What follows belongs to an exercise in optimizing a design on an open flow for small area; a production flow would make more cautious choices.
In this exercise RTL edits were held to simulation tests only and were not proved equivalent to the original.
Power and IR drop assume default switching activity.

==> design/flow/design.v <==
module dual_port_ram (
	input  logic       clk,
	input  logic       wb,
	input  logic       sa,
	input  logic       hold,
	input  logic [7:0] nda,
	input  logic [7:0] ndb,
	output logic [7:0] q
);
	genvar j;
	generate
	for (j = 0; j < 8; j++) begin : bits
		ram_bit u_bit (
			.clk(clk), .wb(wb), .sa(sa), .hold(hold),
			.nda(nda[j]), .ndb(ndb[j]), .q(q[j])
		);
	end
	endgenerate
endmodule
module ram_bit (
	input  logic clk,
	input  logic wb,
	input  logic sa,
	input  logic hold,
	input  logic nda,
	input  logic ndb,
	output logic q
);
	always_ff @(posedge clk)
		q <= ~((wb & ndb) | (sa & nda) | (hold & ~q));
endmodule
module ram_word_ctl (
	input  logic nwbh,
	input  logic nwbl,
	input  logic nxah,
	input  logic nxal,
	output logic wb,
	output logic xa,
	output logic hold
);
	assign wb   = ~(nwbh | nwbl);
	assign xa   = ~(nxah | nxal);
	ram_nor2 u_hold (.a(wb), .b(xa), .y(hold));
endmodule
module ram_nor2 (
	input  logic a,
	input  logic b,
	output logic y
);
	assign y = ~(a | b);
endmodule
module ram_aoi3 (
	input  logic [2:0] s,
	input  logic [2:0] d,
	output logic       y
);
	assign y = ~|(s & d);
endmodule
module ram_read_bit (
	input  logic        clk,
	input  logic [31:0] sel,
	input  logic        hold,
	input  logic [31:0] d,
	output logic        q
);
	logic [32:0] s, dd;
	logic [10:0] y;
	assign s  = {hold, sel};
	assign dd = {q, d};
	genvar g;
	generate
	for (g = 0; g < 11; g++) begin : aoi
		ram_aoi3 u_aoi (.s(s[3*g+2:3*g]), .d(dd[3*g+2:3*g]), .y(y[g]));
	end
	endgenerate
	always_ff @(posedge clk)
		q <= ~&y;
endmodule
module ram_top(
	input  logic 	   clk,
	input  logic 	   rsta,
	input  logic 	   ena,
	input  logic       wea,
	input  logic [4:0] addra,
	input  logic [7:0] dina,
	output logic [7:0] douta,
	input  logic 	   rstb,
	input  logic 	   enb,
	input  logic 	   web,
	input  logic [4:0] addrb,
	input  logic [7:0] dinb,
	output logic [7:0] doutb
);
	logic        rst;
	logic [7:0]  nda, ndb;      
	logic        coll;          
	logic [3:0]  nwbh, nxah, rah, rbh;
	logic [7:0]  nwbl, nxal, ral, rbl;
	logic [31:0] wb, xa, hold;  
	logic [31:0] ra, rb;        
	logic        ha, hb;        
	logic [7:0]  mem [31:0];
	logic [31:0] col [7:0];
	assign rst = rsta | rstb;
	assign coll = ena & wea & enb & web & (addra == addrb);
	assign nda = ~((coll ? dinb : dina) & {8{~rst}});
	assign ndb = ~(dinb & {8{~rst}});
	assign ha  = ~rsta & ~(ena & ~wea);
	assign hb  = ~rstb & ~(enb & ~web);
	always_comb begin
		for (int i = 0; i < 4; i++) begin
			nwbh[i] = ~(enb & web & (addrb[4:3] == i[1:0]));
			nxah[i] = ~(rst | (ena & wea & (addra[4:3] == i[1:0])));
			rah[i]  = ~rsta & ena & ~wea & (addra[4:3] == i[1:0]);
			rbh[i]  = ~rstb & enb & ~web & (addrb[4:3] == i[1:0]);
		end
		for (int j = 0; j < 8; j++) begin
			nwbl[j] = ~(addrb[2:0] == j[2:0]);
			nxal[j] = ~(rst | (addra[2:0] == j[2:0]));
			ral[j]  = (addra[2:0] == j[2:0]);
			rbl[j]  = (addrb[2:0] == j[2:0]);
		end
		for (int k = 0; k < 32; k++) begin
			ra[k] = rah[k / 8] & ral[k % 8];
			rb[k] = rbh[k / 8] & rbl[k % 8];
		end
		for (int b = 0; b < 8; b++)
			for (int k = 0; k < 32; k++)
				col[b][k] = mem[k][b];
	end
	genvar k, j;
	generate
	for (k = 0; k < 32; k++) begin : words
		ram_word_ctl u_ctl (
			.nwbh(nwbh[k / 8]), .nwbl(nwbl[k % 8]), .nxah(nxah[k / 8]), .nxal(nxal[k % 8]),
			.wb(wb[k]), .xa(xa[k]), .hold(hold[k])
		);
		dual_port_ram u_word (
			.clk(clk), .wb(wb[k]), .sa(xa[k]), .hold(hold[k]),
			.nda(nda), .ndb(ndb), .q(mem[k])
		);
	end
	for (j = 0; j < 8; j++) begin : bits
		ram_read_bit u_ra (.clk(clk), .sel(ra), .hold(ha), .d(col[j]), .q(douta[j]));
		ram_read_bit u_rb (.clk(clk), .sel(rb), .hold(hb), .d(col[j]), .q(doutb[j]));
	end
	endgenerate
endmodule
==> design/flow/flow/run.sh <==
#!/bin/bash
set -euo pipefail
export BUFFER_PORTS_ARGS="-buffer_cell sky130_fd_sc_hd__buf_1"
export CTS_ARGS="-sink_clustering_enable -repair_clock_nets -dont_use_dummy_load -buf_list sky130_fd_sc_hd__clkbuf_8 -sink_clustering_size 14 -sink_clustering_max_diameter 80"
bash standard.sh > standard.log 2>&1
==> design/flow/standard.sh <==
#!/bin/bash
# synth_recipe.tcl (not shown) runs the flow's synth.tcl, then flattens the netlist and writes it again
# the make line also repeats each setting of config.mk as NAME=value (left out here)
make -C /OpenROAD-flow-scripts/flow DESIGN_CONFIG=/design/flow/config.mk WORK_HOME=/design/flow/orfs CLKGATE_MAP_FILE= SYNTH_SCRIPT=/design/flow/synth_recipe.tcl "${@:-finish}"
==> design/flow/config.mk <==
export PLATFORM = sky130hd
export DESIGN_NAME = ram_top
export DESIGN_NICKNAME = ram_top
export VERILOG_FILES = /design/flow/design.v
export SDC_FILE = /design/flow/constraint.sdc
export NUM_CORES = 4
export LEC_CHECK = 0
export CAP_MARGIN = 20
export CORE_MARGIN = 2
export CORE_UTILIZATION = 55
export GPL_TIMING_DRIVEN = 1
export SLEW_MARGIN = 20
export SYNTH_HIERARCHICAL = 1
==> design/flow/constraint.sdc <==
create_clock -name core_clock -period 5.0 [get_ports {clk}]
set_input_delay 1.0000 -clock core_clock [delete_from_list [all_inputs] [get_ports {clk}]]
set_output_delay 1.0000 -clock core_clock [all_outputs]
set_load 0.01 [all_outputs]
==> flow_summary.toml, run 1 <==
[place]
place_ws_ns = 1.42
gp_congestion = 1.08
portBuffers = 48
place_inst = 1611
dp_hpwl_mm = 35.7
dpl_cell_area_mm2 = 0.0129

[floorplanning]
num_rows = 54
core_area_mm2 = 0.0219
die_area_mm2 = 0.0236
die_height_um = 154
die_w_um = 154
ios = 49
start_util_pct = 56.4

[critical_path]
reg2reg_to = "bits[5].u_ra.q"
cpMostUsedCell = "nor2_1"
cp_cell_sequence = "buf_1, nor2_1, a21oi_1, nor2_1, nor2_1, a222oi_1"
crit_path_max_incr_delay_ns = 0.88
crit_arrival_ns = 3.50
cpLargestDelayFamily = "compound AO/OA/AOI/OAI gates"
cp_slowest_cell = "a21oi_1"
critical_path.max_fanout = 9
reg2reg_setup_slack_ns = 3.04
crit_buf_inv = 1
path_class = "in2reg"
rr_worst_depth = 3
worst_setup_path_start_kind = "primary input"
crit_required_ns = 5.36
rr_startpoint = "words[27].u_word.bits[5].u_bit.q"
cp-end-kind = "flop"

[synthesis]
ys_types = 27
netlist_instances = 1283
synth_nets = 1316
synth-seq-cells = 272
netlist_area_mm2 = 0.0123
ys_warn_count = 12
synth_area_leader_cell = "dfxtp_1"
synth_area_leaders = "dfxtp_1 (44%), a222oi_1 (35%), inv_1 (7.8%), nor2_1 (5.0%), nand4_1 (1.7%)"
yosys.area.top_type_share_pct = 44.1
seq_area_frac_synth_pct = 44.1
synth_area_per_cell_um2 = 9.62

[timing]
relSlewSlack_pct = 21.5
finalHoldViolCount = 0
finalSetupViolCount = 0
fin_worst_skew_ns = 0.0601
grt_setup_unrepaired = "no"
timing.setup.tns_ns = 0
period_minus_slack_ns = 3.14
worst_pin_slew_ns = 1.18
slew_viol_final = 0
max_freq_mhz = 318
setup_ws_ns = 1.86
finalCritPeriodShare_pct = 62.8

[hold_path]
holdCritStartpoint = "words[5].u_word.bits[2].u_bit.q"
min_delay_path_depth = 2
min_to = "words[5].u_word.bits[2].u_bit.q"
hold_path.class = "reg2reg"

[outcome]
status = "no timing/DRC/antenna violations"

[routing]
firstDrtPassIters = 14
drt_iter0_drc = 4914
wirelength_mm = 55.5
drc_errors = 0
wire_per_inst_um = 33.9
ant_nets = 0
via_per_inst = 8.28
vias = 13500

[power_and_ir_drop]
leakage_nw = 5.48
vdd_drop_max_mv = 0.240
powerDensity_mw_per_mm2 = 345

[global_routing]
grt_antenna_before_repair = 1
grt_pass1_wl_mm = 80.5
grt_max_degree = 34
grt_remaining_overflow = 0
grt_pass1_vias = 12200
grtUsageTotal_pct = 45.2

[final_layout]
syn_to_final_growth_pct = 7.04
nNetsFinal = 1389
fin_area_mm2 = 0.0132
drive_gt1_share_pct = 3.77
finalNonFillerCells = 1636

[clocking]
cts_setup_buffers = 0
post_cts_resized = 0
h-tree-depth = 1
clock_path_buffers = 3
clk-insertion-delay-late_ns = 0.60
clk_pin_slew_ns = 0.09
ctsRootBufferMaster = "clkbuf_8"
cts_inserted_buffers = 23
cts.sink_count = 272
holdBufCountCts = 0
cts_tree = "built"

[flow_run]
drv_cap = 0
## cell families (layout without fill, tap and decap cells)
group / Yosys count / after routing / share of synthesized area (%)
other: 0 / 2 / 0
AND/OR/NAND/NOR: 289 / 289 / 10.9
multiplexers: 8 / 8 / 0.730
flip-flops: 272 / 272 / 44.1
buffers and inverters: 270 / 341 / 8.50
XOR/XNOR: 5 / 5 / 0.355
AO/OA/AOI/OAI: 439 / 439 / 35.4
## tightest hold or removal path: cells and delay by family, from the launching register on
kind | cells | cell delay (ns)
buffers and inverters | 1 | 0.05
flip-flops | 1 | 0.33
AO/OA/AOI/OAI | 1 | 0.08
## worst max-delay path by stage
stage	slack [ns]	to	from	cells after the start
floorplan	2.21	words[26].u_word.bits[0].u_bit.q	addra[0]	6
global placement	1.49	words[18].u_word.bits[3].u_bit.q	rsta	6
detailed placement	1.42	words[20].u_word.bits[5].u_bit.q	rsta	6
CTS	1.98	words[20].u_word.bits[5].u_bit.q	rsta	6
global route	1.83	bits[2].u_rb.q	enb	7
finish	1.86	words[20].u_word.bits[5].u_bit.q	addra[0]	6
## flip-flops by register name (all words and copies together) (netlist names)
signal	flops
words.u_word.bits.u_bit.q	256
bits.u_ra.q	8
bits.u_rb.q	8
## Yosys cell counts
| library cell | number |
|---|---|
| a222oi_1 | 432 |
| dfxtp_1 | 272 |
| inv_1 | 258 |
| nor2_1 | 165 |
| nand4_1 | 34 |
| nand2_1 | 23 |
| nand3_1 | 22 |
| or3_1 | 18 |
| mux2_2 | 8 |
| and2_1 | 7 |
| nand3b_1 | 7 |
| buf_4 | 5 |
| clkbuf_1 | 4 |
| or3b_2 | 4 |
| a21oi_1 | 3 |
| a31oi_1 | 3 |
| nor2b_1 | 3 |
| xor2_1 | 3 |
| buf_6 | 2 |
| nor3b_1 | 2 |
| xnor2_1 | 2 |
| a41oi_1 | 1 |
| buf_2 | 1 |
| nand3_2 | 1 |
| nand4b_1 | 1 |
| nor4_2 | 1 |
| or2_2 | 1 |
## Yosys stat by module, one instance, submodules excluded, a selection
module	cells inside	times used	cell area, um2
ram_bit	3	256	33.8
ram_aoi3	1	176	10.0
ram_read_bit	5	16	43.8
ram_nor2	1	32	3.75
ram_top	163	1	867
ram_word_ctl	2	32	7.51
## area by class of cell
type,count,area [um2]
antenna,2,5.00
inverter,258,968
multi-input combinational,741,5850
timing repair buffer,60,270
fill,2032,8680
sequential,272,5450
clock buffer,23,317
tap,280,350
## report_power, final
part / internal [mW] / switching, mW
registers: 2.45 / 0.291
logic: 0.249 / 0.415
clock network: 0.412 / 0.739
total: 3.11 / 1.44
## per-layer routing
metal / vias up / global-route usage (%) / part of all wire, %
met1: 6310 / 63.0 / 36
met5: - / 0 / 0
met4: 0 / 20.1 / 5.8
li1: 5647 / - / -
met3: 224 / 12.8 / 18
met2: 1367 / 65.1 / 41
## stage by stage
| stage | util [%] | hold slack (ns) | total power, mW |
|---|---|---|---|
| 2_1_floorplan | - | 0.480 | 3.10 |
| 3_3_place_gp | 58.8 | 0.486 | 3.38 |
| 3_5_place_dp | 58.8 | 0.496 | 3.40 |
| 4_1_cts | 60.3 | 0.510 | 4.49 |
| 5_1_grt | 60.3 | 0.528 | 4.70 |
| 6_report | 60.3 | 0.510 | 4.55 |
## cell usage in the layout, fill, tap and decap left out, types with 7 or more instances in the layout
cell type	synthesis	layout
dfxtp_1	272	272
mux2_2	8	8
nor2_1	165	165
nand3b_1	7	7
nand4_1	34	34
a222oi_1	432	432
and2_1	7	7
buf_4	5	12
nand2_1	23	23
inv_1	258	258
buf_1	0	48
clkbuf_8	0	23
or3_1	18	18
nand3_1	22	22
==> run 2: changes to the inputs <==
--- a/design/flow/config.mk
+++ b/design/flow/config.mk
@@ -7,7 +7,7 @@
 export LEC_CHECK = 0
 export CAP_MARGIN = 20
 export CORE_MARGIN = 2
-export CORE_UTILIZATION = 55
+export CORE_UTILIZATION = 40
 export GPL_TIMING_DRIVEN = 1
 export SLEW_MARGIN = 20
 export SYNTH_HIERARCHICAL = 1
==> run 2 against run 1 <==
Net effect:
- final cell count up 7.4%
- cell area up 1.4%
- largest cell class unchanged
- sequential cell count unchanged
- synthesized cell count unchanged
- clock power about the same
- synthesized area unchanged
- die area up 36%
- critical path depth unchanged
- still clean on timing, DRC and antenna
==> flow_summary.toml, run 2 <==
[outcome]
status = "no timing/DRC/antenna violations"

[synthesis]
synth_most_common_cell = "a222oi_1"
yosys.area.top_type_share_pct = 44.1
synth_area_per_cell_um2 = 9.62
synth_commonest_cells = "a222oi_1 (432), dfxtp_1 (272), inv_1 (258), nor2_1 (165), nand4_1 (34)"
synth_area_leaders = "dfxtp_1 (44%), a222oi_1 (35%), inv_1 (7.8%), nor2_1 (5.0%), nand4_1 (1.7%)"
ys_warn_count = 12
seq_area_frac_synth_pct = 44.1
synth_compound_area_share_pct = 35.4
ys.flop_type = "dfxtp_1"
synth-seq-cells = 272
synth_xor_area_share_pct = 0.355
synth_area_leader_cell = "dfxtp_1"
synth_mux_area_share_pct = 0.730
synth_nets = 1316
synth_fa_ha_area_share_pct = 0
netlist_area_mm2 = 0.0123
yosys.area_share.simple_pct = 10.9
synth_top_family_by_area = "compound AO/OA/AOI/OAI gates"
postSynth.asyncResetShare_pct = 0
synth-edff-count = 0
ys_types = 27
netlist_instances = 1283

[routing]
wl_met3_mm = 7.96
top_layer = "met4"
via_per_inst = 7.55
wirelength_mm = 55.7
firstDrtPassIters = 15
vias = 13300
drc_errors = 0
wire_per_inst_um = 31.7
ant_nets = 0
met2_length_mm = 23.1
wirelength_met1_mm = 22.0
drt_iter0_drc = 4178

[critical_path]
reg2reg_setup_slack_ns = 3.10
cp-end-kind = "flop"
worst_setup_path_start_kind = "primary input"
cpMostUsedCell = "nor2_1"
crit_arrival_ns = 3.60
reg2reg_to = "bits[2].u_ra.q"
rr_startpoint = "words[15].u_word.bits[2].u_bit.q"
critical_path.max_fanout = 9
rr_worst_depth = 3
crit_required_ns = 5.37
path_class = "in2reg"
crit_path_max_incr_delay_ns = 0.87
cp_slowest_cell = "a31oi_1"
cp_cell_sequence = "buf_1, or2_2, a31oi_1, nor2_1, nor2_1, a222oi_1"

[global_routing]
grt_pass1_vias = 12000
grtUsageTotal_pct = 32.9
grt_max_degree = 34
grt_antenna_before_repair = 2
grt_remaining_overflow = 0
grt_pass1_wl_mm = 80.7

[floorplanning]
ios = 49
num_rows = 64
core_area_mm2 = 0.0305
die_w_um = 180
die_area_mm2 = 0.0323
start_util_pct = 40.4
die_height_um = 180

[timing]
relSlewSlack_pct = 20.5
worst_pin_slew_ns = 1.19
whs_ns = 0.508
period_minus_slack_ns = 3.23
finalSetupViolCount = 0
fin_worst_skew_ns = 0.0481
slew_viol_final = 0
timing.setup.tns_ns = 0
grt_setup_unrepaired = "no"
finalHoldViolCount = 0
max_freq_mhz = 309
finalCritPeriodShare_pct = 64.7

[clocking]
cts.sink_count = 272
post_cts_resized = 0
cts_setup_buffers = 0
ctsRootBufferMaster = "clkbuf_8"
cts_inserted_buffers = 23
holdBufCountCts = 0
clk_pin_slew_ns = 0.09
clk-insertion-delay-late_ns = 0.61
cts_tree = "built"
clock_path_buffers = 3
h-tree-depth = 1

[power_and_ir_drop]
leakage_nw = 5.51
finalPower_mw = 4.54
vdd_drop_max_mv = 0.225
powerDensity_mw_per_mm2 = 339

[final_layout]
drive_gt1_share_pct = 4.12
layout_common_cells = "a222oi_1 (432), dfxtp_1 (272), inv_1 (258)"
nNetsFinal = 1395
largest-register = "words.u_word.bits.u_bit.q"
syn_to_final_growth_pct = 8.51
largest_reg_flops = 256
fin_area_mm2 = 0.0134
final_common_cell = "a222oi_1"
reg.largest.list = "words.u_word.bits.u_bit.q x256, bits.u_ra.q x8, bits.u_rb.q x8"

[hold_path]
min_to = "words[29].u_word.bits[0].u_bit.q"
hold_path.class = "reg2reg"
min_delay_path_depth = 2
holdCritStartpoint = "words[29].u_word.bits[0].u_bit.q"

[place]
portBuffers = 48
dp_hpwl_mm = 36.4
gp_congestion = 1.07
dpl_cell_area_mm2 = 0.0131

[flow_run]
drv_cap = 0
run 2: cell counts after synthesis:
Identical to the previous run, type by type.
run 2: per-module statistics from Yosys (local to each module, per instance), a selection:
module        cells inside  flops+latches
ram_aoi3                 1              0
ram_bit                  3              1
ram_nor2                 1              0
ram_read_bit             5              1
ram_top                163              0
ram_word_ctl             2              0
run 2: how the worst max path moves through the flow:
stage / startpoint / endpoint / cells past startpoint
finish: rstb / words[18].u_word.bits[4].u_bit.q / 6
global route: rstb / words[18].u_word.bits[1].u_bit.q / 6
CTS: rstb / words[18].u_word.bits[4].u_bit.q / 6
detailed placement: rstb / words[18].u_word.bits[4].u_bit.q / 6
global placement: web / bits[2].u_rb.q / 7
floorplan: addra[0] / words[26].u_word.bits[0].u_bit.q / 6
run 2: final cells by class:
type | count | area [um2]
repair buffers | 66 | 315
flip-flops and latches | 272 | 5450
diodes | 1 | 2.50
clock buffers | 23 | 317
inverters | 258 | 968
fillers | 3037 | 17100
well taps | 396 | 495
multi-input cells | 741 | 5840
run 2: cell families after synthesis:
family,count (synthesis)
compound gates,439
xor+xnor,5
buf+inv,270
flops,272
mux,8
simple gates,289
run 2: power breakdown:
group | internal, mW | leakage [nW] | switching, mW
Clock | 0.411 | 0.165 | 0.751
Sequential | 2.45 | 2.28 | 0.273
Combinational | 0.250 | 3.07 | 0.414
Total | 3.11 | 5.51 | 1.44
run 2: critical path, delay by kind of cell:
family / cells / cell delay (ns)
and+or+nand+nor: 3 / 1.35
AOI/OAI and AO/OA: 2 / 1.08
buffers and inverters: 1 / 0.15
run 2: metal layers:
layer | global-route usage, % | up-vias
li1 | - | 5659
met1 | 46.6 | 6344
met2 | 48.0 | 1110
met3 | 7.50 | 159
met4 | 13.4 | 0
met5 | 0 | -
run 2: metrics by stage:
stage	setup slack [ns]	std cells	util [%]
3_5_place_dp	1.40	1733	42.8
6_report	1.77	1757	43.9
4_1_cts	1.99	1756	43.9
2_1_floorplan	2.21	1283	-
3_3_place_gp	1.43	1733	42.8
5_1_grt	1.78	1756	43.9
==> run 3: changes to the inputs <==
--- a/design/flow/design.v
+++ b/design/flow/design.v
@@ -103,14 +103,14 @@
 	logic [31:0] col [7:0];
 	assign rst = rsta | rstb;
 	assign coll = ena & wea & enb & web & (addra == addrb);
-	assign nda = ~((coll ? dinb : dina) & {8{~rst}});
+	assign nda = ~(dina & {8{~rst}});
 	assign ndb = ~(dinb & {8{~rst}});
 	assign ha  = ~rsta & ~(ena & ~wea);
 	assign hb  = ~rstb & ~(enb & ~web);
 	always_comb begin
 		for (int i = 0; i < 4; i++) begin
 			nwbh[i] = ~(enb & web & (addrb[4:3] == i[1:0]));
-			nxah[i] = ~(rst | (ena & wea & (addra[4:3] == i[1:0])));
+			nxah[i] = ~(rst | (ena & wea & ~coll & (addra[4:3] == i[1:0])));
 			rah[i]  = ~rsta & ena & ~wea & (addra[4:3] == i[1:0]);
 			rbh[i]  = ~rstb & enb & ~web & (addrb[4:3] == i[1:0]);
 		end
==> run 3 against run 2 <==
Net effect:
- still clean
- hold slack improved by 0.0042 ns
- via count rose by 1.7%
- synthesized area is 0.51% lower
- global-route usage up 1.9 points
- count of clock-buffer cells in the layout is the same
- critical path type unchanged
==> flow_summary.toml, run 3 <==
[final_layout]
reg.largest.list = "words.u_word.bits.u_bit.q x256, bits.u_ra.q x8, bits.u_rb.q x8"
final_common_cell = "a222oi_1"
largest-register = "words.u_word.bits.u_bit.q"
largest_reg_flops = 256
fin_area_mm2 = 0.0134
final_core_util_pct = 44.0
syn_to_final_growth_pct = 9.02
fillers = 3097
finalNonFillerCells = 1760
drive_gt1_share_pct = 3.89
multiInputGateArea_mm2 = 0.00579
nNetsFinal = 1398
layout_common_cells = "a222oi_1 (432), dfxtp_1 (272), inv_1 (258)"
register_area_mm2 = 0.00545

[synthesis]
ys_warn_count = 12
synth_most_common_cell = "a222oi_1"
netlist_instances = 1281
postSynth.asyncResetShare_pct = 0
synth_commonest_cells = "a222oi_1 (432), dfxtp_1 (272), inv_1 (258), nor2_1 (163), nand4_1 (34)"
synth_nets = 1314
ys.flop_type = "dfxtp_1"
synth-edff-count = 0
synth_area_per_cell_um2 = 9.58
ys_types = 25
synth_area_leaders = "dfxtp_1 (44%), a222oi_1 (35%), inv_1 (7.9%), nor2_1 (5.0%), nand4_1 (1.7%)"
netlist_area_mm2 = 0.0123
seq_area_frac_synth_pct = 44.4
yosys.area.top_type_share_pct = 44.4
synth-seq-cells = 272
synth_area_leader_cell = "dfxtp_1"

[global_routing]
grt_pass1_vias = 12100
grt_remaining_overflow = 0
grt_max_degree = 33
grtUsageTotal_pct = 34.7
grt_antenna_before_repair = 3
grt_pass1_wl_mm = 82.0

[critical_path]
critical_path.max_fanout = 9
crit_arrival_ns = 3.59
worst_setup_path_start_kind = "primary input"
crit_required_ns = 5.49
reg2reg_setup_slack_ns = 3.19
cp-end-kind = "flop"
path_class = "in2reg"
rr_worst_depth = 3
rr_startpoint = "words[24].u_word.bits[0].u_bit.q"
reg2reg_to = "bits[0].u_rb.q"

[floorplanning]
die_w_um = 179
core_area_mm2 = 0.0304
ios = 49
num_rows = 64
die_height_um = 179
start_util_pct = 40.3
die_area_mm2 = 0.0321

[timing]
worst_pin_slew_ns = 1.24
period_minus_slack_ns = 3.10
finalHoldViolCount = 0
timing.setup.tns_ns = 0
fin_worst_skew_ns = 0.0576
finalSetupViolCount = 0
grt_setup_unrepaired = "no"
finalCritPeriodShare_pct = 62.0
slew_viol_final = 0
relSlewSlack_pct = 17.4
max_freq_mhz = 322

[power_and_ir_drop]
finalPower_mw = 4.59
power.sequential.fraction_pct = 59.6
p_int_mw = 3.12
powerDensity_mw_per_mm2 = 343
combinationalPowerShare_pct = 14.9
leakage_nw = 5.51
p_sw_share_pct = 32.0
vdd_drop_max_mv = 0.202
power.switching_mw = 1.47
p_clk_share_pct = 25.5

[clocking]
cts_inserted_buffers = 23
ctsRootBufferMaster = "clkbuf_8"
clk-insertion-delay-late_ns = 0.60
post_cts_resized = 0
cts_tree = "built"
cts.sink_count = 272
cts_setup_buffers = 0
holdBufCountCts = 0
h-tree-depth = 1
clock_path_buffers = 3
clk_pin_slew_ns = 0.12

[routing]
drc_errors = 0
drt_iter0_drc = 4726
wire_per_inst_um = 32.5
vias = 13500
firstDrtPassIters = 13
ant_nets = 0
via_per_inst = 7.67
wirelength_mm = 57.2

[place]
portBuffers = 48
gp_congestion = 1.08
dpl_cell_area_mm2 = 0.0131
place_inst = 1736
dp_hpwl_mm = 38.0

[hold_path]
min_delay_path_depth = 2
hold_path.class = "reg2reg"
holdCritStartpoint = "words[2].u_word.bits[1].u_bit.q"
min_to = "words[2].u_word.bits[1].u_bit.q"

[flow_run]
drv_cap = 0

[outcome]
status = "no timing/DRC/antenna violations"
==> run 3: changes by cell type in the layout (fill, tap and decap cells not counted), sizes merged, moves of 2 or more <==
cell    change
mux2        -8
a31oi       -3
o21ai       +7
xor2        -3
buf         +6
xnor2       +3
nand2b      +2
==> run 3: cell families (layout without fill, tap and decap cells) <==
family,after synthesis,count (layout),share of synthesized area [%]
AOI/OAI and AO/OA,442,442,35.7
xor gates and xnor gates,5,5,0.357
buffers and inverters,271,353,8.47
DFF,272,272,44.4
other,0,1,0
and+or+nand+nor,291,291,11.2
==> run 3: final cells by class <==
class / count / share of cell area (%)
flip-flops and latches: 272 / 40.7
diodes: 1 / 0.0187
multi-input cells: 738 / 43.3
well taps: 396 / 3.70
repair buffers: 72 / 2.69
clock buffers: 23 / 2.37
inverters: 258 / 7.24
==> run 3: worst max path at each step <==
stage          startpoint                          endpoint  slack (ns)  depth (start not counted)
3_5_place_dp     addra[0]   words[1].u_word.bits[5].u_bit.q        1.40                          6
3_3_place_gp     addrb[2]                    bits[0].u_rb.q        1.46                          6
2_1_floorplan    addra[4]   words[0].u_word.bits[0].u_bit.q        2.17                          7
5_1_grt          addra[2]  words[17].u_word.bits[6].u_bit.q        1.79                          8
6_report         addrb[0]                    bits[0].u_rb.q        1.90                          6
4_1_cts          addra[0]   words[1].u_word.bits[5].u_bit.q        2.03                          6
==> run 3: per-stage QoR <==
stage          hold WS [ns]  worst slack, ns
4_1_cts               0.509             2.03
3_5_place_dp          0.496             1.40
3_3_place_gp          0.486             1.46
6_report              0.512             1.90
5_1_grt               0.527             1.79
2_1_floorplan         0.480             2.17
==> run 3: worst max-delay path, stage by stage <==
cell	delay, ns
buf_1	0.29
or3_1	0.53
nor2_1	0.32
a222oi_1	0.58
nand4_1	0.40
or3_1	0.46
==> run 3: routing by layer <==
metal	wire (um)	track usage, %	part of all wire, %	vias up
li1	-	-	-	5640
met1	22600	49.8	40	6492
met2	23500	50.0	41	1202
met3	8630	7.91	15	155
met4	2360	13.9	4.1	2
met5	11	0	0.019	-
==> run 3: per-module statistics from Yosys, one instance, submodules excluded, a selection <==
| module | flip-flops and latches | cell area, um2 |
|---|---|---|
| ram_top | 0 | 805 |
| ram_read_bit | 1 | 43.8 |
| ram_aoi3 | 0 | 10.0 |
| ram_bit | 1 | 33.8 |
| ram_nor2 | 0 | 3.75 |
| ram_word_ctl | 0 | 7.51 |
==> run 3: power groups by stage <==
stage                     logic (mW)  clock network, mW  registers [mW]
after detailed placement       0.657                  0            2.77
final                          0.682               1.17            2.74
after global placement         0.644                  0            2.76
after CTS                      0.659               1.16            2.72
after floorplan                0.459                  0            2.65
after global routing           0.741               1.24            2.76
==> run 4: changes to the inputs <==
--- a/design/flow/config.mk
+++ b/design/flow/config.mk
@@ -7,7 +7,7 @@
 export LEC_CHECK = 0
 export CAP_MARGIN = 20
 export CORE_MARGIN = 2
-export CORE_UTILIZATION = 40
+export CORE_UTILIZATION = 50
 export GPL_TIMING_DRIVEN = 1
 export SLEW_MARGIN = 20
 export SYNTH_HIERARCHICAL = 1
==> run 4 against run 3 <==
Net effect:
- still clean on timing, DRC and antenna
- sequential share of layout area is 0.13 points higher
- die area is 20% lower
- clock skew is 0.021 ns lower
- setup slack worse by 0.085 ns
- synthesized area stayed put
- wire length is 5.1% lower
- final cell count is 3.7% lower
- critical path type unchanged
- critical endpoint is now words[8].u_word.bits[1].u_bit.q
- largest power group unchanged
==> flow_summary.toml, run 4 <==
[floorplanning]
ios = 49
die_area_mm2 = 0.0258
start_util_pct = 50.8
die_w_um = 161
die_height_um = 161
core_area_mm2 = 0.0242
num_rows = 57

[power_and_ir_drop]
powerDensity_mw_per_mm2 = 341
p_clk_share_pct = 25.2
p_sw_share_pct = 31.4
p_int_mw = 3.12
combinationalPowerShare_pct = 14.8
vdd_drop_max_mv = 0.214
leakage_nw = 5.55
power.switching_mw = 1.43
power.sequential.fraction_pct = 60.0

[final_layout]
final_core_util_pct = 55.2
nNetsFinal = 1405
fillers = 2344
drive_gt1_share_pct = 4.31
final_common_cell = "a222oi_1"
largest_reg_flops = 256
syn_to_final_growth_pct = 8.68
layout_common_cells = "a222oi_1 (432), dfxtp_1 (272), inv_1 (258)"
largest-register = "words.u_word.bits.u_bit.q"
reg.largest.list = "words.u_word.bits.u_bit.q x256, bits.u_ra.q x8, bits.u_rb.q x8"

[synthesis]
ys.flop_type = "dfxtp_1"
synth_nets = 1314
synth-seq-cells = 272
seq_area_frac_synth_pct = 44.4
postSynth.asyncResetShare_pct = 0
synth_area_per_cell_um2 = 9.58
synth-edff-count = 0
synth_area_leaders = "dfxtp_1 (44%), a222oi_1 (35%), inv_1 (7.9%), nor2_1 (5.0%), nand4_1 (1.7%)"
synth_most_common_cell = "a222oi_1"
synth_area_leader_cell = "dfxtp_1"
synth_commonest_cells = "a222oi_1 (432), dfxtp_1 (272), inv_1 (258), nor2_1 (163), nand4_1 (34)"
ys_types = 25
ys_warn_count = 12
netlist_instances = 1281
netlist_area_mm2 = 0.0123
yosys.area.top_type_share_pct = 44.4

[timing]
finalCritPeriodShare_pct = 63.7
slew_viol_final = 0
finalHoldViolCount = 0
relSlewSlack_pct = 28.8
timing.setup.tns_ns = 0
max_freq_mhz = 314
period_minus_slack_ns = 3.19
worst_pin_slew_ns = 1.07
finalSetupViolCount = 0
fin_worst_skew_ns = 0.0363
grt_setup_unrepaired = "no"

[outcome]
status = "no timing/DRC/antenna violations"

[clocking]
clk-insertion-delay-late_ns = 0.58
holdBufCountCts = 0
clk_pin_slew_ns = 0.09
cts_inserted_buffers = 23
cts_tree = "built"
h-tree-depth = 1
ctsRootBufferMaster = "clkbuf_8"
clock_path_buffers = 3
cts.sink_count = 272
cts_setup_buffers = 0
post_cts_resized = 0

[place]
gp_congestion = 1.02
portBuffers = 48
dp_hpwl_mm = 35.7

[global_routing]
grt_pass1_wl_mm = 78.6
grt_antenna_before_repair = 2
grtUsageTotal_pct = 40.4
grt_remaining_overflow = 0
grt_max_degree = 33
grt_pass1_vias = 12200

[critical_path]
reg2reg_to = "bits[6].u_rb.q"
path_class = "in2reg"
endpoint = "words[8].u_word.bits[1].u_bit.q"
worst_setup_path_start_kind = "primary input"
cp-startpoint = "web"
cp-end-kind = "flop"
crit_arrival_ns = 3.61
rr_worst_depth = 3
rr_startpoint = "words[27].u_word.bits[6].u_bit.q"
critical_path.max_fanout = 9
crit_required_ns = 5.42
reg2reg_setup_slack_ns = 3.09

[routing]
drt_iter0_drc = 4893
ant_nets = 0
vias = 13400
firstDrtPassIters = 15
wirelength_mm = 54.3
via_per_inst = 7.90
drc_errors = 0
wire_per_inst_um = 32.0

[hold_path]
hold_path.class = "reg2reg"

[flow_run]
drv_cap = 0
-- run 4: cell types whose count changed in the layout (fill, tap and decap cells not counted) --
cell / delta
buf_4: +7
a21oi_1: +1
a21oi_2: -1
-- run 4: cells by family (layout without fill, tap and decap cells) --
logic type | count (synthesis) | in the layout | share of synthesized area (%)
xor+xnor | 5 | 5 | 0.357
compound gates | 442 | 442 | 35.7
flops | 272 | 272 | 44.4
buf+inv | 271 | 360 | 8.47
simple gates | 291 | 291 | 11.2
other cells | 0 | 1 | 0
-- run 4: layer usage --
layer / up-vias / global-route usage, % / routed length (um)
li1: 5661 / - / -
met1: 6368 / 57.3 / 20700
met2: 1182 / 58.1 / 22300
met3: 179 / 10.8 / 8710
met4: 4 / 16.3 / 2570
met5: - / 0 / 27
-- run 4: power by group through the flow --
stage / logic [mW] / registers (mW) / clock network [mW]
6_report: 0.673 / 2.73 / 1.15
5_1_grt: 0.741 / 2.75 / 1.22
4_1_cts: 0.651 / 2.71 / 1.15
3_5_place_dp: 0.650 / 2.76 / 0
3_3_place_gp: 0.636 / 2.75 / 0
2_1_floorplan: 0.459 / 2.65 / 0
-- run 4: worst min-delay path by stage --
stage	startpoint	end	depth (start not counted)
after CTS	words[29].u_word.bits[4].u_bit.q	words[29].u_word.bits[4].u_bit.q	2
after global placement	words[29].u_word.bits[4].u_bit.q	words[29].u_word.bits[4].u_bit.q	2
after floorplan	words[10].u_word.bits[0].u_bit.q	words[10].u_word.bits[0].u_bit.q	2
after detailed placement	words[29].u_word.bits[3].u_bit.q	words[29].u_word.bits[3].u_bit.q	2
final	words[29].u_word.bits[4].u_bit.q	words[29].u_word.bits[4].u_bit.q	2
after global routing	words[13].u_word.bits[4].u_bit.q	words[13].u_word.bits[4].u_bit.q	2
-- run 4: critical path: stages --
cell and delay [ns]:
buf_1 0.24, and4bb_2 0.29, nand4_1 0.13, o21ai_1 0.79
nor2_1 0.42, nor2_1 0.53, a222oi_1 0.20
-- run 4: modules after synthesis, one instance, submodules excluded, excerpt --
module	area, um2	flops+latches	times used	cells
ram_top	805	0	1	161
ram_read_bit	43.8	1	16	5
ram_bit	33.8	1	256	3
ram_aoi3	10.0	0	176	1
ram_word_ctl	7.51	0	32	2
ram_nor2	3.75	0	32	1
-- run 4: final cells by class --
type | count | area [um2] | share of cell area [%]
flip-flops and latches | 272 | 5450 | 40.8
repair buffers | 79 | 413 | 3.09
inverters | 258 | 968 | 7.26
multi-input cells | 738 | 5790 | 43.4
well taps | 324 | 405 | 3.04
clock buffers | 23 | 317 | 2.37
diodes | 1 | 2.50 | 0.0188
-- run 4: per-stage QoR --
stage                     power, mW  setup WS (ns)  std cells  hold slack (ns)  cell area [um2]
after global routing           4.71           1.62       1694            0.526            13300
after floorplan                3.11           2.17       1281            0.480            12300
after global placement         3.39           1.52       1671            0.485            13000
after CTS                      4.51           1.97       1694            0.506            13300
after detailed placement       3.41           1.37       1671            0.493            13000
final                          4.55           1.81       1695            0.506            13300
==> run 5: changes to the inputs <==
==> design/flow/flow/run.sh (replaced) <==
#!/bin/bash
set -euo pipefail
export BUFFER_PORTS_ARGS="-buffer_cell sky130_fd_sc_hd__buf_1"
export CTS_ARGS="-sink_clustering_enable -repair_clock_nets -dont_use_dummy_load -buf_list sky130_fd_sc_hd__clkbuf_8 -sink_clustering_size 13 -sink_clustering_max_diameter 80"
bash standard.sh > standard.log 2>&1
--- a/design/flow/config.mk
+++ b/design/flow/config.mk
@@ -7,7 +7,7 @@
 export LEC_CHECK = 0
 export CAP_MARGIN = 20
 export CORE_MARGIN = 2
-export CORE_UTILIZATION = 50
+export CORE_UTILIZATION = 40
 export GPL_TIMING_DRIVEN = 1
 export SLEW_MARGIN = 20
 export SYNTH_HIERARCHICAL = 1
==> run 5 against run 4 <==
Net effect:
- fmax increased by 3.5%
- sequential share of layout area down 0.16 points
- sequential cell count unchanged
- via count rose by 1.4%
- non-clock buffer count down 7
- synthesized cell count unchanged
- combinational power increased by 1%
- final cell count up 3.8%
- count of clock-buffer cells in the layout up 1
- critical path depth is 1 lower
- register-to-register slack better by 0.06 ns
- critical path type unchanged
- critical endpoint is now bits[0].u_rb.q
- largest power group unchanged
- highest routed layer unchanged
==> flow_summary.toml, run 5 <==
[outcome]
status = "no timing/DRC/antenna violations"

[routing]
wire_per_inst_um = 32.6
wirelength_mm = 57.3
ant_nets = 0
firstDrtPassIters = 14
drt_iter0_drc = 4937
via_per_inst = 7.71
vias = 13600
drc_errors = 0

[critical_path]
cp.depth = 6
rr_worst_depth = 3
reg2reg_setup_slack_ns = 3.15
reg2reg_to = "bits[0].u_ra.q"
cpLargestDelayFamily = "simple AND/OR/NAND/NOR gates"
critical_path.max_fanout = 9
crit_path_max_incr_delay_ns = 0.59
crit_arrival_ns = 3.58
path_class = "in2reg"
cp_slowest_cell = "a222oi_1"
crit_buf_inv = 1
crit_required_ns = 5.50
cp-startpoint = "addrb[0]"
cp-end-kind = "flop"
cpMostUsedCell = "or3_1"
endpoint = "bits[0].u_rb.q"
worst_setup_path_start_kind = "primary input"
cp_cell_sequence = "buf_1, or3_1, nor2_1, a222oi_1, nand4_1, or3_1"
rr_startpoint = "words[27].u_word.bits[0].u_bit.q"

[timing]
relSlewSlack_pct = 10.5
whs_ns = 0.514
fin_worst_skew_ns = 0.0265
max_freq_mhz = 325
slew_viol_final = 0
finalHoldViolCount = 0
grt_setup_unrepaired = "no"
finalSetupViolCount = 0
timing.setup.tns_ns = 0
worst_pin_slew_ns = 1.34
finalCritPeriodShare_pct = 61.6
period_minus_slack_ns = 3.08

[clocking]
cts_inserted_buffers = 24
clk-insertion-delay-late_ns = 0.61
cts.sink_count = 272
cts_tree = "built"
holdBufCountCts = 0
clk_pin_slew_ns = 0.12
h-tree-depth = 1
clock_path_buffers = 3
post_cts_resized = 0
cts_setup_buffers = 0
ctsRootBufferMaster = "clkbuf_8"

[place]
portBuffers = 48
gp_congestion = 1.08
dp_hpwl_mm = 38.0

[global_routing]
grt_remaining_overflow = 0
grt_pass1_vias = 12100
grt_pass1_wl_mm = 82.2
grt_antenna_before_repair = 2
grt_max_degree = 33
grtUsageTotal_pct = 34.8

[synthesis]
synth_area_leaders = "dfxtp_1 (44%), a222oi_1 (35%), inv_1 (7.9%), nor2_1 (5.0%), nand4_1 (1.7%)"
ys.flop_type = "dfxtp_1"
netlist_instances = 1281
yosys.area.top_type_share_pct = 44.4
synth-edff-count = 0
synth_commonest_cells = "a222oi_1 (432), dfxtp_1 (272), inv_1 (258), nor2_1 (163), nand4_1 (34)"
netlist_area_mm2 = 0.0123
postSynth.asyncResetShare_pct = 0
synth-seq-cells = 272
synth_nets = 1314
synth_area_per_cell_um2 = 9.58
seq_area_frac_synth_pct = 44.4
ys_types = 25
synth_most_common_cell = "a222oi_1"
ys_warn_count = 12
synth_area_leader_cell = "dfxtp_1"

[floorplanning]
ios = 49
die_w_um = 179
start_util_pct = 40.3
core_area_mm2 = 0.0304
die_height_um = 179
die_area_mm2 = 0.0321
num_rows = 64

[final_layout]
multiInputGateArea_mm2 = 0.00579
syn_to_final_growth_pct = 9.11
largest-register = "words.u_word.bits.u_bit.q"
diodes = 0
nNetsFinal = 1399
largest_reg_flops = 256
drive_gt1_share_pct = 3.96
layout_common_cells = "a222oi_1 (432), dfxtp_1 (272), inv_1 (258)"
register_area_mm2 = 0.00545
fillers = 3108
reg.largest.list = "words.u_word.bits.u_bit.q x256, bits.u_ra.q x8, bits.u_rb.q x8"
final_common_cell = "a222oi_1"

[power_and_ir_drop]
vdd_drop_max_mv = 0.200
leakage_nw = 5.52
finalPower_mw = 4.61
power.switching_mw = 1.48
p_sw_share_pct = 32.1
combinationalPowerShare_pct = 14.8
p_clk_share_pct = 25.9
p_int_mw = 3.13
powerDensity_mw_per_mm2 = 344
power.sequential.fraction_pct = 59.3

[flow_run]
drv_cap = 0

[hold_path]
hold_path.class = "reg2reg"
[run 5: changes by cell type in the layout (fill, tap and decap cells not counted), sizes merged]
cell / before / now
buf: 79 / 72
clkbuf: 23 / 24
diode: 1 / 0
[run 5: cells by family after synthesis]
| logic type | count (synthesis) | share of synthesized area, % |
|---|---|---|
| buffers and inverters | 271 | 8.47 |
| flip-flops | 272 | 44.4 |
| AND/OR/NAND/NOR | 291 | 11.2 |
| AO/OA/AOI/OAI | 442 | 35.7 |
| XOR/XNOR | 5 | 0.357 |
[run 5: how the worst min path moves through the flow]
stage                                      from  depth (start not counted)                                to
2_1_floorplan  words[10].u_word.bits[0].u_bit.q                          2  words[10].u_word.bits[0].u_bit.q
3_3_place_gp   words[18].u_word.bits[7].u_bit.q                          2  words[18].u_word.bits[7].u_bit.q
3_5_place_dp   words[18].u_word.bits[5].u_bit.q                          2  words[18].u_word.bits[5].u_bit.q
4_1_cts        words[18].u_word.bits[5].u_bit.q                          2  words[18].u_word.bits[5].u_bit.q
5_1_grt         words[5].u_word.bits[0].u_bit.q                          2   words[5].u_word.bits[0].u_bit.q
6_report       words[30].u_word.bits[3].u_bit.q                          2  words[30].u_word.bits[3].u_bit.q
[run 5: layer usage]
layer  routed length (um)  up-vias  global-route usage (%)
met4                 2440        2                    13.0
met5                   11        -                       0
met2                23500     1230                    50.6
met1                22300     6508                    50.5
li1                     -     5658                       -
met3                 9040      180                    6.96
[run 5: metrics by stage]
step	cell area (um2)	cells	worst slack [ns]	utilization (%)
3_5_place_dp	13100	1736	1.40	42.9
4_1_cts	13400	1760	2.03	44.0
3_3_place_gp	13100	1736	1.46	42.9
6_report	13400	1760	1.92	44.0
5_1_grt	13400	1760	1.80	44.0
2_1_floorplan	12300	1281	2.17	-
[run 5: Yosys stat by module (local to each module, per instance), a selection]
module        flops+latches  cell area, um2  cells
ram_nor2                  0            3.75      1
ram_top                   0             805    161
ram_read_bit              1            43.8      5
ram_word_ctl              0            7.51      2
ram_aoi3                  0            10.0      1
ram_bit                   1            33.8      3
[run 5: worst min-delay path: stages (launching register included)]
cell	delay, ns
dfxtp_1	0.33
inv_1	0.05
a222oi_1	0.08
[run 5: final cells by class]
| type | count | share of cell area, % |
|---|---|---|
| multi-input combinational | 738 | 43.3 |
| sequential | 272 | 40.7 |
| inverter | 258 | 7.23 |
| tap | 396 | 3.70 |
| timing repair buffer | 72 | 2.69 |
| clock buffer | 24 | 2.47 |
[run 5: power groups by stage]
stage                     registers [mW]  clock network, mW  logic [mW]
after global routing                2.76               1.27       0.741
after global placement              2.76                  0       0.644
after CTS                           2.72               1.19       0.659
final                               2.74               1.19       0.682
after floorplan                     2.65                  0       0.459
after detailed placement            2.77                  0       0.657
==> run 6: changes to the inputs <==
==> design/flow/flow/run.sh (replaced) <==
#!/bin/bash
set -euo pipefail
export BUFFER_PORTS_ARGS="-buffer_cell sky130_fd_sc_hd__buf_1"
export CTS_ARGS="-sink_clustering_enable -repair_clock_nets -dont_use_dummy_load -buf_list sky130_fd_sc_hd__clkbuf_8 -sink_clustering_size 12 -sink_clustering_max_diameter 80"
bash standard.sh > standard.log 2>&1
--- a/design/flow/config.mk
+++ b/design/flow/config.mk
@@ -5,9 +5,9 @@
 export SDC_FILE = /design/flow/constraint.sdc
 export NUM_CORES = 4
 export LEC_CHECK = 0
-export CAP_MARGIN = 20
+export CAP_MARGIN = 0
 export CORE_MARGIN = 2
 export CORE_UTILIZATION = 40
 export GPL_TIMING_DRIVEN = 1
-export SLEW_MARGIN = 20
+export SLEW_MARGIN = 0
 export SYNTH_HIERARCHICAL = 1
==> run 6 against run 5 <==
Net effect:
- still clean
- clock skew up 0.0032 ns
- synthesized cell count unchanged
- synthesized area unchanged
- combinational power about the same
- hold slack worse by 0.0017 ns
- clock power up 3%
- wire length down 0.37%
- first-iteration DRC count down 2.8%
- final cell count up 0.17%
- critical path type unchanged
- critical endpoint is now words[1].u_word.bits[1].u_bit.q
- largest power group unchanged
==> flow_summary.toml, run 6 <==
[outcome]
status = "no timing/DRC/antenna violations"

[floorplanning]
num_rows = 64
die_height_um = 179
core_area_mm2 = 0.0304
start_util_pct = 40.3
ios = 49
die_w_um = 179
die_area_mm2 = 0.0321

[timing]
timing.setup.tns_ns = 0
fin_worst_skew_ns = 0.0297
finalCritPeriodShare_pct = 62.2
max_freq_mhz = 322
grt_setup_unrepaired = "no"
finalHoldViolCount = 0
relSlewSlack_pct = 16.4
finalSetupViolCount = 0
slew_viol_final = 0
worst_pin_slew_ns = 1.25
period_minus_slack_ns = 3.11
whs_ns = 0.513

[clocking]
ctsRootBufferMaster = "clkbuf_8"
holdBufCountCts = 0
cts_tree = "built"
h-tree-depth = 1
cts_setup_buffers = 0
clk-insertion-delay-late_ns = 0.60
cts.sink_count = 272
clk_pin_slew_ns = 0.08
post_cts_resized = 0
clock_path_buffers = 3
cts_inserted_buffers = 26

[critical_path]
path_class = "in2reg"
critical_path.max_fanout = 9
crit_arrival_ns = 3.60
worst_setup_path_start_kind = "primary input"
cp-end-kind = "flop"
crit_required_ns = 5.49

[synthesis]
synth_fa_ha_area_share_pct = 0
synth_compound_area_share_pct = 35.7
synth_top_family_by_area = "compound AO/OA/AOI/OAI gates"
synth_mux_area_share_pct = 0
netlist_instances = 1281
synth_area_per_cell_um2 = 9.58
synth_area_leader_cell = "dfxtp_1"
netlist_area_mm2 = 0.0123
synth_nets = 1314
yosys.area_share.simple_pct = 11.2
synth_most_common_cell = "a222oi_1"
postSynth.asyncResetShare_pct = 0
synth-edff-count = 0
synth-seq-cells = 272
synth_commonest_cells = "a222oi_1 (432), dfxtp_1 (272), inv_1 (258), nor2_1 (163), nand4_1 (34)"
ys_types = 25
seq_area_frac_synth_pct = 44.4
synth_area_leaders = "dfxtp_1 (44%), a222oi_1 (35%), inv_1 (7.9%), nor2_1 (5.0%), nand4_1 (1.7%)"
yosys.area.top_type_share_pct = 44.4
ys.flop_type = "dfxtp_1"
ys_warn_count = 12
synth_xor_area_share_pct = 0.357

[power_and_ir_drop]
vdd_drop_max_mv = 0.196
p_sw_share_pct = 31.8
powerDensity_mw_per_mm2 = 346
leakage_nw = 5.54
p_clk_share_pct = 26.5
p_int_mw = 3.17
power.sequential.fraction_pct = 58.9
power.switching_mw = 1.48
combinationalPowerShare_pct = 14.6

[final_layout]
nNetsFinal = 1401
largest_reg_flops = 256
largest-register = "words.u_word.bits.u_bit.q"
final_common_cell = "a222oi_1"
syn_to_final_growth_pct = 9.33
reg.largest.list = "words.u_word.bits.u_bit.q x256, bits.u_ra.q x8, bits.u_rb.q x8"
drive_gt1_share_pct = 4.03
layout_common_cells = "a222oi_1 (432), dfxtp_1 (272), inv_1 (258)"

[hold_path]
hold_path.class = "reg2reg"

[routing]
vias = 13500
wire_per_inst_um = 32.4
drt_iter0_drc = 4800
via_per_inst = 7.66
drc_errors = 0
wirelength_mm = 57.1
firstDrtPassIters = 17
ant_nets = 0

[place]
gp_congestion = 1.08
dp_hpwl_mm = 38.0
portBuffers = 48

[global_routing]
grt_remaining_overflow = 0
grt_pass1_vias = 12100
grtUsageTotal_pct = 34.7
grt_max_degree = 33
grt_pass1_wl_mm = 82.1
grt_antenna_before_repair = 3

[flow_run]
drv_cap = 0
-- run 6: worst paths after layout --
check / end / start / slack (ns) / cells after the start
worst max-delay path: words[1].u_word.bits[1].u_bit.q / addra[0] / 1.89 / 6
worst min-delay path: words[26].u_word.bits[7].u_bit.q / words[26].u_word.bits[7].u_bit.q / 0.51 / 2
worst max register to register: bits[0].u_rb.q / words[24].u_word.bits[0].u_bit.q / 3.20 / 3
worst min register to register: words[26].u_word.bits[7].u_bit.q / words[26].u_word.bits[7].u_bit.q / 0.51 / 2
-- run 6: critical path: stages --
cell	delay, ns
buf_1	0.34
or3b_1	0.52
and2_1	0.27
nor2_1	0.72
nor2_1	0.34
a222oi_1	0.40
-- run 6: cell families (layout without fill, tap and decap cells) --
group | Yosys count | in the layout
xor+xnor | 5 | 5
flops | 272 | 272
other cells | 0 | 1
buf+inv | 271 | 356
compound gates | 442 | 442
simple gates | 291 | 291
-- run 6: area by class of cell --
type	count	area (um2)
antenna	1	2.50
clock buffer	26	358
fill	3094	17000
inverter	258	968
multi-input combinational	738	5790
sequential	272	5450
tap	396	495
timing repair buffer	72	360
-- run 6: modules after synthesis, one instance, submodules excluded, a selection --
module	cell area (um2)	flops+latches	times used	cells inside
ram_top	805	0	1	161
ram_read_bit	43.8	1	16	5
ram_nor2	3.75	0	32	1
ram_word_ctl	7.51	0	32	2
ram_bit	33.8	1	256	3
ram_aoi3	10.0	0	176	1
-- run 6: power by group through the flow --
| stage | logic, mW | clock network (mW) | registers (mW) |
|---|---|---|---|
| after detailed placement | 0.657 | 0 | 2.77 |
| after CTS | 0.659 | 1.23 | 2.72 |
| after floorplan | 0.459 | 0 | 2.65 |
| after global placement | 0.644 | 0 | 2.76 |
| final | 0.681 | 1.23 | 2.74 |
| after global routing | 0.740 | 1.31 | 2.76 |
-- run 6: metrics by stage --
| stage | utilization (%) | setup WS (ns) | total power, mW | area [um2] | instances |
|---|---|---|---|---|---|
| final | 44.1 | 1.89 | 4.65 | 13400 | 1763 |
| after global routing | 44.1 | 1.81 | 4.80 | 13400 | 1762 |
| after detailed placement | 42.9 | 1.40 | 3.42 | 13100 | 1736 |
| after global placement | 42.9 | 1.46 | 3.41 | 13100 | 1736 |
| after floorplan | - | 2.17 | 3.11 | 12300 | 1281 |
| after CTS | 44.1 | 2.04 | 4.61 | 13400 | 1762 |
-- run 6: per-layer routing --
metal	vias up	routed length, um	track usage (%)
li1	5651	-	-
met1	6390	22200	50.4
met2	1265	23400	50.4
met3	194	8940	7.04
met4	4	2580	13.1
met5	-	24	0
==> run 7: changes to the inputs <==
--- a/design/flow/design.v
+++ b/design/flow/design.v
@@ -103,14 +103,14 @@
 	logic [31:0] col [7:0];
 	assign rst = rsta | rstb;
 	assign coll = ena & wea & enb & web & (addra == addrb);
-	assign nda = ~(dina & {8{~rst}});
+	assign nda = ~((coll ? dinb : dina) & {8{~rst}});
 	assign ndb = ~(dinb & {8{~rst}});
 	assign ha  = ~rsta & ~(ena & ~wea);
 	assign hb  = ~rstb & ~(enb & ~web);
 	always_comb begin
 		for (int i = 0; i < 4; i++) begin
 			nwbh[i] = ~(enb & web & (addrb[4:3] == i[1:0]));
-			nxah[i] = ~(rst | (ena & wea & ~coll & (addra[4:3] == i[1:0])));
+			nxah[i] = ~(rst | (ena & wea & (addra[4:3] == i[1:0])));
 			rah[i]  = ~rsta & ena & ~wea & (addra[4:3] == i[1:0]);
 			rbh[i]  = ~rstb & enb & ~web & (addrb[4:3] == i[1:0]);
 		end
==> design/flow/flow/run.sh (replaced) <==
#!/bin/bash
set -euo pipefail
export BUFFER_PORTS_ARGS="-buffer_cell sky130_fd_sc_hd__buf_1"
export CTS_ARGS="-sink_clustering_enable -repair_clock_nets -dont_use_dummy_load -buf_list sky130_fd_sc_hd__clkbuf_8 -sink_clustering_size 16 -sink_clustering_max_diameter 40"
bash standard.sh > standard.log 2>&1
--- a/design/flow/config.mk
+++ b/design/flow/config.mk
@@ -5,9 +5,9 @@
 export SDC_FILE = /design/flow/constraint.sdc
 export NUM_CORES = 4
 export LEC_CHECK = 0
-export CAP_MARGIN = 0
+export CAP_MARGIN = 20
 export CORE_MARGIN = 2
 export CORE_UTILIZATION = 40
 export GPL_TIMING_DRIVEN = 1
-export SLEW_MARGIN = 0
+export SLEW_MARGIN = 20
 export SYNTH_HIERARCHICAL = 1
==> run 7 against run 6 <==
Net effect:
- synthesized cell count is 0.16% higher
- fmax is 6.9% lower
- wire length is 2.4% lower
- highest routed layer is now met4
- non-clock buffer count is 6 lower
- sequential share of layout area is 0.64 points lower
- clock power is 24% higher
- sequential power hardly changed
- final cell count is 0.68% higher
==> flow_summary.toml, run 7 <==
[routing]
wirelength_mm = 55.8
drt_iter0_drc = 4164
via_per_inst = 7.53
vias = 13400
ant_nets = 0
firstDrtPassIters = 17
drc_errors = 0
wire_per_inst_um = 31.4

[power_and_ir_drop]
vdd_drop_max_mv = 0.186
combinationalPowerShare_pct = 13.5
leakage_nw = 5.64
p_int_mw = 3.42
power.switching_mw = 1.48
powerDensity_mw_per_mm2 = 360
power.sequential.fraction_pct = 55.4
p_sw_share_pct = 30.2
p_clk_share_pct = 31.0

[critical_path]
rr_worst_depth = 3
critical_path.max_fanout = 9
path_class = "in2reg"
rr_startpoint = "words[27].u_word.bits[6].u_bit.q"
cp_slowest_cell = "a31oi_1"
crit_path_max_incr_delay_ns = 0.93
reg2reg_setup_slack_ns = 3.20
reg2reg_to = "bits[6].u_ra.q"
cp.depth = 6
crit_arrival_ns = 3.67
crit_required_ns = 5.33
cpLargestDelayFamily = "simple AND/OR/NAND/NOR gates"
worst_setup_path_start_kind = "primary input"
cpMostUsedCell = "nor2_1"
cp_cell_sequence = "buf_1, or2_2, a31oi_1, nor2_1, nor2_1, a222oi_1"
crit_buf_inv = 1
cp-end-kind = "flop"

[synthesis]
synth_fa_ha_area_share_pct = 0
synth_area_leader_cell = "dfxtp_1"
synth_nets = 1316
synth-edff-count = 0
synth_xor_area_share_pct = 0.355
synth_top_family_by_area = "compound AO/OA/AOI/OAI gates"
ys_warn_count = 12
postSynth.asyncResetShare_pct = 0
synth_area_per_cell_um2 = 9.62
ys.flop_type = "dfxtp_1"
seq_area_frac_synth_pct = 44.1
ys_types = 27
synth_most_common_cell = "a222oi_1"
yosys.area.top_type_share_pct = 44.1
synth-seq-cells = 272
netlist_instances = 1283
synth_commonest_cells = "a222oi_1 (432), dfxtp_1 (272), inv_1 (258), nor2_1 (165), nand4_1 (34)"
netlist_area_mm2 = 0.0123
synth_mux_area_share_pct = 0.730
yosys.area_share.simple_pct = 10.9
synth_compound_area_share_pct = 35.4
synth_area_leaders = "dfxtp_1 (44%), a222oi_1 (35%), inv_1 (7.8%), nor2_1 (5.0%), nand4_1 (1.7%)"

[clocking]
clk-insertion-delay-late_ns = 0.56
cts_setup_buffers = 0
clk_pin_slew_ns = 0.06
post_cts_resized = 0
h-tree-depth = 2
cts.sink_count = 272
clock_path_buffers = 3
cts_inserted_buffers = 41
holdBufCountCts = 0
cts_tree = "built"
ctsRootBufferMaster = "clkbuf_8"

[final_layout]
syn_to_final_growth_pct = 10.5
final_common_cell = "a222oi_1"
largest-register = "words.u_word.bits.u_bit.q"
final_core_util_pct = 44.7
layout_common_cells = "a222oi_1 (432), dfxtp_1 (272), inv_1 (258)"
drive_gt1_share_pct = 5.37
reg.largest.list = "words.u_word.bits.u_bit.q x256, bits.u_ra.q x8, bits.u_rb.q x8"
finalNonFillerCells = 1775
nNetsFinal = 1413
largest_reg_flops = 256

[timing]
finalHoldViolCount = 0
period_minus_slack_ns = 3.34
finalSetupViolCount = 0
max_freq_mhz = 300
grt_setup_unrepaired = "no"
fin_worst_skew_ns = 0.0391
finalCritPeriodShare_pct = 66.8
worst_pin_slew_ns = 1.27
setup_ws_ns = 1.66
relSlewSlack_pct = 15.2
timing.setup.tns_ns = 0
slew_viol_final = 0

[global_routing]
grt_max_degree = 34
grt_pass1_wl_mm = 80.8
grtUsageTotal_pct = 33.0
grt_antenna_before_repair = 2
grt_remaining_overflow = 0
grt_pass1_vias = 12200

[hold_path]
holdCritStartpoint = "words[13].u_word.bits[3].u_bit.q"
min_delay_path_depth = 2
min_to = "words[13].u_word.bits[3].u_bit.q"
hold_path.class = "reg2reg"

[floorplanning]
start_util_pct = 40.4
die_height_um = 180
core_area_mm2 = 0.0305
num_rows = 64
ios = 49
die_w_um = 180
die_area_mm2 = 0.0323

[flow_run]
drv_cap = 0

[place]
gp_congestion = 1.07
place_ws_ns = 1.40
portBuffers = 48
dp_hpwl_mm = 36.4
place_inst = 1733

[outcome]
status = "no timing/DRC/antenna violations"
run 7: cell count changes in the layout (fill, tap and decap cells not counted), sizes merged, moves of 2 or more:
cell,previous run,this run
a31oi,0,3
xor2,0,3
nand2b,2,0
o21ai,7,0
xnor2,5,2
buf,72,66
mux2,0,8
clkbuf,26,41
run 7: logic make-up (layout without fill, tap and decap cells):
kind of cell,count (synthesis),count (layout)
simple gates,289,289
xor+xnor,5,5
buf+inv,270,365
compound gates,439,439
mux,8,8
other cells,0,1
flops,272,272
run 7: routing by layer:
metal,vias up,track usage [%],wire (um)
li1,5715,-,-
met1,6398,46.4,22200
met2,1096,48.2,23300
met3,152,7.52,7720
met4,0,14.3,2540
met5,-,0,0
run 7: layout make-up:
cell class | instances | area (um2)
diodes | 1 | 2.50
clock buffers | 41 | 564
fillers | 3028 | 16900
inverters | 258 | 968
multi-input cells | 741 | 5840
flip-flops and latches | 272 | 5450
well taps | 396 | 495
repair buffers | 66 | 315
run 7: Yosys stat by module, one instance, submodules excluded, excerpt:
module,cell area [um2],flops+latches,times used,cells inside
ram_aoi3,10.0,0,176,1
ram_bit,33.8,1,256,3
ram_nor2,3.75,0,32,1
ram_read_bit,43.8,1,16,5
ram_top,867,0,1,163
ram_word_ctl,7.51,0,32,2
run 7: worst reg2reg max path, cell delays in order (launching register included):
cell	delay (ns)
dfxtp_1	0.32
a222oi_1	0.56
nand4_1	0.38
or3_1	0.45
run 7: metrics by stage:
step	hold slack, ns	power [mW]	area (um2)
global placement	0.489	3.37	13100
finish	0.502	4.91	13600
floorplan	0.480	3.10	12300
detailed placement	0.493	3.39	13100
global route	0.517	5.09	13600
CTS	0.502	4.89	13600
run 7: power by group through the flow:
stage,sequential (mW),clock (mW),combinational (mW)
6_report,2.72,1.52,0.664
4_1_cts,2.70,1.54,0.645
2_1_floorplan,2.64,0,0.455
5_1_grt,2.74,1.62,0.729
3_5_place_dp,2.75,0,0.642
3_3_place_gp,2.74,0,0.628
run 7: worst max-delay path by stage:
stage,from,endpoint,slack (ns)
final,rstb,words[18].u_word.bits[7].u_bit.q,1.66
after floorplan,addra[0],words[26].u_word.bits[0].u_bit.q,2.21
after global placement,web,bits[2].u_rb.q,1.43
after global routing,rstb,words[18].u_word.bits[2].u_bit.q,1.72
after detailed placement,rstb,words[18].u_word.bits[4].u_bit.q,1.40
after CTS,rstb,words[18].u_word.bits[7].u_bit.q,1.96

-- port drivers added, routing unchanged --
How much do the figures lean on ideal ports? The routed layouts below were timed once more, with nothing changed but the port constraints. Step 1 sets driving cells, clkbuf_16 on the clock port and buf_2 on the other inputs (assumed; they add their load-dependent delay and slew). Step 2 also shifts input and output timing later by t, the mid clock arrival at the registers, as if the neighbouring blocks saw the same clock. a / b / c = ideal ports / drivers / drivers and shift; a / b = the first two.
run | shift t [ns] | setup WS [ns] | worst setup path at the end | worst data-port slew with drivers (ns)
run 1 | 0.621 | 1.858 / 1.830 / 1.208 | input to register | 0.07
run 2 | 0.631 | 1.766 / 1.797 / 1.167 | input to register | 0.07
run 3 | 0.618 | 1.898 / 1.921 / 1.303 | input to register | 0.04
run 4 | 0.611 | 1.813 / 1.801 / 1.190 | input to register | 0.07
run 5 | 0.641 | 1.920 / 1.931 / 1.289 | input to register | 0.04
run 6 | 0.633 | 1.891 / 1.913 / 1.280 | input to register | 0.04
run 7 | 0.591 | 1.662 / 1.691 / 1.100 | input to register | 0.07
After both steps every run listed still meets setup and hold. For run 1, which loses most, drivers alone change the setup slack by -0.028 ns; drivers and shift together by -0.650 ns.
